This design comes from an exercise in tuning for small area, a short achievable clock period and few clock cycles on the open sky130 flow, not from production work. RTL that was checked went through simulation tests only; none was proved equivalent to the original. Power and IR drop assume default switching activity.

==> run a <==
## riscx
module riscx(
    input                      clk,
    input                      rst_n,
    output [32-1:0]     imem_addr,
    input  [32-1:0]  imem_rdata,
    output [32-1:0]         dmem_addr,
    output                     dmem_wen,
    output [3:0]               dmem_wstrb,
    output [32-1:0]         dmem_wdata,
    input  [32-1:0]         dmem_rdata
);
clock: 10.0 ns
lec_check: 0
cap_margin: 20
core_margin: 2
core_utilization: 40
place_density: 0.6
setup_slack_margin: 5
slew_margin: 20
run.sh (not shown) runs the stock make flow with config.mk's settings and CLKGATE_MAP_FILE= SYNTH_SCRIPT=/design/flow/synth_recipe.tcl, a recipe that flattens the netlist after the stock synthesis.
==> run b: changes against run a <==
==> flow/design.v (replaced) <==
module regfile(
    input             clk,
    input             we,
    input      [4:0]  waddr,
    input      [31:0] wdata,
    input      [4:0]  raddr1,
    input      [4:0]  raddr2,
    output     [31:0] rdata1,
    output     [31:0] rdata2
);
    reg [31:0] rf [1:31];
    always @(posedge clk)
        if (we && waddr != 5'd0)
            rf[waddr] <= wdata;
    assign rdata1 = (raddr1 == 5'd0) ? 32'd0 : rf[raddr1];
    assign rdata2 = (raddr2 == 5'd0) ? 32'd0 : rf[raddr2];
endmodule
module riscx(
    input                      clk,
    input                      rst_n,
    output [32-1:0]     imem_addr,
    input  [32-1:0]  imem_rdata,
    output [32-1:0]         dmem_addr,
    output                     dmem_wen,
    output [3:0]               dmem_wstrb,
    output [32-1:0]         dmem_wdata,
    input  [32-1:0]         dmem_rdata
);
    reg  [31:2] pc_f;
    reg         v_d;
    reg  [31:0] ir_d;
    reg  [31:2] pc_d;
    reg  [31:0] a_e, b_e, s_e;
    reg  [31:2] t_e;
    reg  [4:0]  rd_e;
    reg  [2:0]  f3_e, mf_e;
    reg         we_e, ld_e, st_e, br_e, jalr_e, alu_e, sub_e, sra_e;
    reg  [31:0] res_m, wdata_m;
    reg  [3:0]  wstrb_m;
    reg  [4:0]  rd_m;
    reg  [2:0]  f3_m;
    reg         we_m, ld_m, wen_m;
    assign dmem_addr  = res_m;
    assign dmem_wen   = wen_m;
    assign dmem_wstrb = wstrb_m;
    assign dmem_wdata = wdata_m;
    wire [15:0] ld_h = res_m[1] ? dmem_rdata[31:16] : dmem_rdata[15:0];
    wire [7:0]  ld_b = res_m[0] ? ld_h[15:8] : ld_h[7:0];
    wire [31:0] ld_val = (f3_m[1:0] == 2'b00) ? {{24{~f3_m[2] & ld_b[7]}}, ld_b}
                       : (f3_m[1:0] == 2'b01) ? {{16{~f3_m[2] & ld_h[15]}}, ld_h}
                       : dmem_rdata;
    wire [31:0] wb_m = ld_m ? ld_val : res_m;
    wire [31:0] b_inv = sub_e ? ~b_e : b_e;
    wire [32:0] sum_c = {1'b0, a_e} + {1'b0, b_inv} + {32'd0, sub_e};
    wire [31:0] sum   = sum_c[31:0];
    wire        ltu   = ~sum_c[32];
    wire        lt    = (a_e[31] ^ b_e[31]) ? a_e[31] : sum[31];
    wire        eq    = (a_e == b_e);
    wire        sh_left = ~f3_e[2];
    reg  [31:0] a_rev;
    integer k;
    always @(*) for (k = 0; k < 32; k = k + 1) a_rev[k] = a_e[31-k];
    wire [31:0] sh_in  = sh_left ? a_rev : a_e;
    wire [32:0] sh_ext = {sra_e & a_e[31], sh_in};
    wire [32:0] sh_out = $signed(sh_ext) >>> b_e[4:0];
    reg  [31:0] sh_rev;
    always @(*) for (k = 0; k < 32; k = k + 1) sh_rev[k] = sh_out[31-k];
    wire [31:0] sh_res = sh_left ? sh_rev : sh_out[31:0];
    reg  [31:0] alu_res;
    always @(*) begin
        case (f3_e)
            3'b000: alu_res = sum;
            3'b001: alu_res = sh_res;
            3'b010: alu_res = {31'd0, lt};
            3'b011: alu_res = {31'd0, ltu};
            3'b100: alu_res = a_e ^ b_e;
            3'b101: alu_res = sh_res;
            3'b110: alu_res = a_e | b_e;
            default: alu_res = a_e & b_e;
        endcase
    end
    wire [31:0] res_e = jalr_e ? {t_e, 2'b00} : alu_res;
    reg br_cond;
    always @(*) begin
        case (f3_e[2:1])
            2'b00:   br_cond = eq  ^ f3_e[0];
            2'b10:   br_cond = lt  ^ f3_e[0];
            2'b11:   br_cond = ltu ^ f3_e[0];
            default: br_cond = 1'b0;
        endcase
    end
    wire        redir_e = (br_e & br_cond) | jalr_e;
    wire [31:2] tgt_e   = jalr_e ? sum[31:2] : t_e;
    wire [31:0] st_data = (mf_e[1:0] == 2'b00) ? {4{s_e[7:0]}}
                        : (mf_e[1:0] == 2'b01) ? {2{s_e[15:0]}}
                        : s_e;
    wire [3:0]  st_strb = (mf_e[1:0] == 2'b00) ? (4'b0001 << sum[1:0])
                        : (mf_e[1:0] == 2'b01) ? (sum[1] ? 4'b1100 : 4'b0011)
                        : 4'b1111;
    wire [4:0] op  = ir_d[6:2];
    wire [4:0] rd  = ir_d[11:7];
    wire [2:0] f3  = ir_d[14:12];
    wire [4:0] rs1 = ir_d[19:15];
    wire [4:0] rs2 = ir_d[24:20];
    wire d_lui   = (op == 5'b01101);
    wire d_auipc = (op == 5'b00101);
    wire d_jal   = (op == 5'b11011);
    wire d_jalr  = (op == 5'b11001);
    wire d_br    = (op == 5'b11000);
    wire d_ld    = (op == 5'b00000);
    wire d_st    = (op == 5'b01000);
    wire d_opi   = (op == 5'b00100);
    wire d_op    = (op == 5'b01100);
    wire use1 = d_jalr | d_br | d_ld | d_st | d_opi | d_op;
    wire use2 = d_br | d_st | d_op;
    wire d_we = (d_lui | d_auipc | d_jal | d_jalr | d_ld | d_opi | d_op) & (rd != 5'd0);
    wire [31:0] imm_i = {{20{ir_d[31]}}, ir_d[31:20]};
    wire [31:0] imm_s = {{20{ir_d[31]}}, ir_d[31:25], ir_d[11:7]};
    wire [31:0] imm_b = {{19{ir_d[31]}}, ir_d[31], ir_d[7], ir_d[30:25], ir_d[11:8], 1'b0};
    wire [31:0] imm_j = {{11{ir_d[31]}}, ir_d[31], ir_d[19:12], ir_d[20], ir_d[30:21], 1'b0};
    wire [31:0] imm_u = {ir_d[31:12], 12'd0};
    wire [31:0] rf1, rf2;
    regfile rf_u(
        .clk    (clk),
        .we     (we_m),
        .waddr  (rd_m),
        .wdata  (wb_m),
        .raddr1 (rs1),
        .raddr2 (rs2),
        .rdata1 (rf1),
        .rdata2 (rf2)
    );
    wire fe1 = we_e & (rd_e == rs1);
    wire fe2 = we_e & (rd_e == rs2);
    wire fm1 = we_m & (rd_m == rs1);
    wire fm2 = we_m & (rd_m == rs2);
    wire [31:0] r1_mr = fm1 ? wb_m : rf1;
    wire [31:0] r2_mr = fm2 ? wb_m : rf2;
    wire stall = v_d & ld_e & ((use1 & fe1) | (use2 & fe2));
    wire        a_is_r = ~(d_lui | d_auipc | d_jal);
    wire [31:0] a_nf   = d_lui ? 32'd0 : (d_auipc | d_jal) ? {pc_d, 2'b00} : r1_mr;
    wire [31:0] a_d    = (a_is_r & fe1) ? res_e : a_nf;
    wire        b_is_r = d_op | d_br;
    wire [31:0] b_imm  = d_st ? imm_s : (d_lui | d_auipc) ? imm_u : d_jal ? 32'd4 : imm_i;
    wire [31:0] b_nf   = b_is_r ? r2_mr : b_imm;
    wire [31:0] b_d    = (b_is_r & fe2) ? res_e : b_nf;
    wire [31:0] s_d    = fe2 ? res_e : r2_mr;
    wire [31:0] t_off  = d_jal ? imm_j : d_br ? imm_b : 32'd4;
    wire [31:2] t_d    = pc_d + t_off[31:2];
    wire redir_d = v_d & d_jal;
    wire [31:2] pc_next = redir_e ? tgt_e
                        : redir_d ? t_d
                        : stall   ? pc_f
                        : pc_f + 30'd1;
    assign imem_addr = {pc_f, 2'b00};
    wire kill_d = redir_e | ~v_d;           
    wire go_e   = ~kill_d & ~stall;
    always @(posedge clk or negedge rst_n) begin
        if (~rst_n) begin
            pc_f   <= 30'd0;
            v_d    <= 1'b0;
            we_e   <= 1'b0;
            ld_e   <= 1'b0;
            st_e   <= 1'b0;
            br_e   <= 1'b0;
            jalr_e <= 1'b0;
            we_m   <= 1'b0;
            wen_m  <= 1'b0;
        end else begin
            pc_f   <= pc_next;
            if (~stall)
                v_d <= ~(redir_e | redir_d);
            we_e   <= go_e & d_we;
            ld_e   <= go_e & d_ld;
            st_e   <= go_e & d_st;
            br_e   <= go_e & d_br;
            jalr_e <= go_e & d_jalr;
            we_m   <= we_e;
            wen_m  <= st_e;
        end
    end
    always @(posedge clk) begin
        if (~stall) begin
            ir_d <= imem_rdata;
            pc_d <= pc_f;
        end
        a_e    <= a_d;
        b_e    <= b_d;
        s_e    <= s_d;
        t_e    <= t_d;
        rd_e   <= rd;
        f3_e   <= (d_op | d_opi | d_br) ? f3 : 3'b000;
        mf_e   <= f3;
        alu_e  <= d_op | d_opi;
        sub_e  <= (d_op & f3 == 3'b000 & ir_d[30]) | d_br | ((d_op | d_opi) & f3[2:1] == 2'b01);
        sra_e  <= ir_d[30];
        res_m   <= res_e;
        wdata_m <= st_data;
        wstrb_m <= st_strb;
        rd_m    <= rd_e;
        f3_m    <= mf_e;
        ld_m    <= ld_e;
    end
endmodule
==> flow/config.mk (replaced) <==
export PLATFORM = sky130hd
export DESIGN_NAME = riscx
export DESIGN_NICKNAME = riscx
export VERILOG_FILES = /design/flow/design.v
export SDC_FILE = /design/flow/constraint.sdc
export NUM_CORES = 4
export LEC_CHECK = 0
export CAP_MARGIN = 20
export CORE_MARGIN = 2
export CORE_UTILIZATION = 30
export PLACE_DENSITY = 0.5
export SLEW_MARGIN = 20
==> results.txt <==
- Outcome: timing/DRC/antenna clean
- Worst path depth: 10
- Buffer share of cell area: 4.469%
- Via density: 7.403
- Post-Syn Area: 63950 µm²
- Post-synth cell types: 91
That was run a.
==> results.txt <==
- Clock tree sinks: 1316
- Outcome: timing/DRC/antenna clean
- Reg2reg start: ir_d[5]
- Mux share of post-synthesis cell area: 23.68%
- Gpl congestion: 0.9951
- Design Power: 16760 µW
- Worst path depth: 15
- Buffer share of cell area: 3.254%
That was run b.
Testbench counts of run a, summed over its fixed seeds: cycles 158,247.
No functional check of the RTL was part of run b.

==> port drivers added, routing unchanged <==
How much do the figures lean on ideal ports? The routed layouts below were timed once more, with nothing changed but the port constraints.
Step 1: set_driving_cell puts a clkbuf_16 on clk and a buf_2 on each other input, an assumption about the parent block.
Step 2 adds t to the input delays and takes it off the output delays; t is the mean of the earliest and latest rising clock arrival at the registers after step 1. Input paths then give back, and output paths get back, about the clock's delay inside the block.
a / b / c = no drivers / after step 1 / after step 2; a / b = the first two.
run | t, ns | setup slack, ns | hold slack, ns | worst setup path at the end | clock arrival spread, ns
run a | 0.871 | 4.742 / 4.742 / 4.039 | 0.355 / 0.355 / 0.355 | input to register | 0.090 / 0.090
run b | 0.861 | 4.236 / 4.236 / 3.810 | 0.331 / 0.331 / 0.331 | input to register | 0.078 / 0.078
After both steps every run listed still meets setup and hold. The setup slack of run a, which loses most, moves by 0.000 ns with the drivers and by -0.703 ns with both steps.
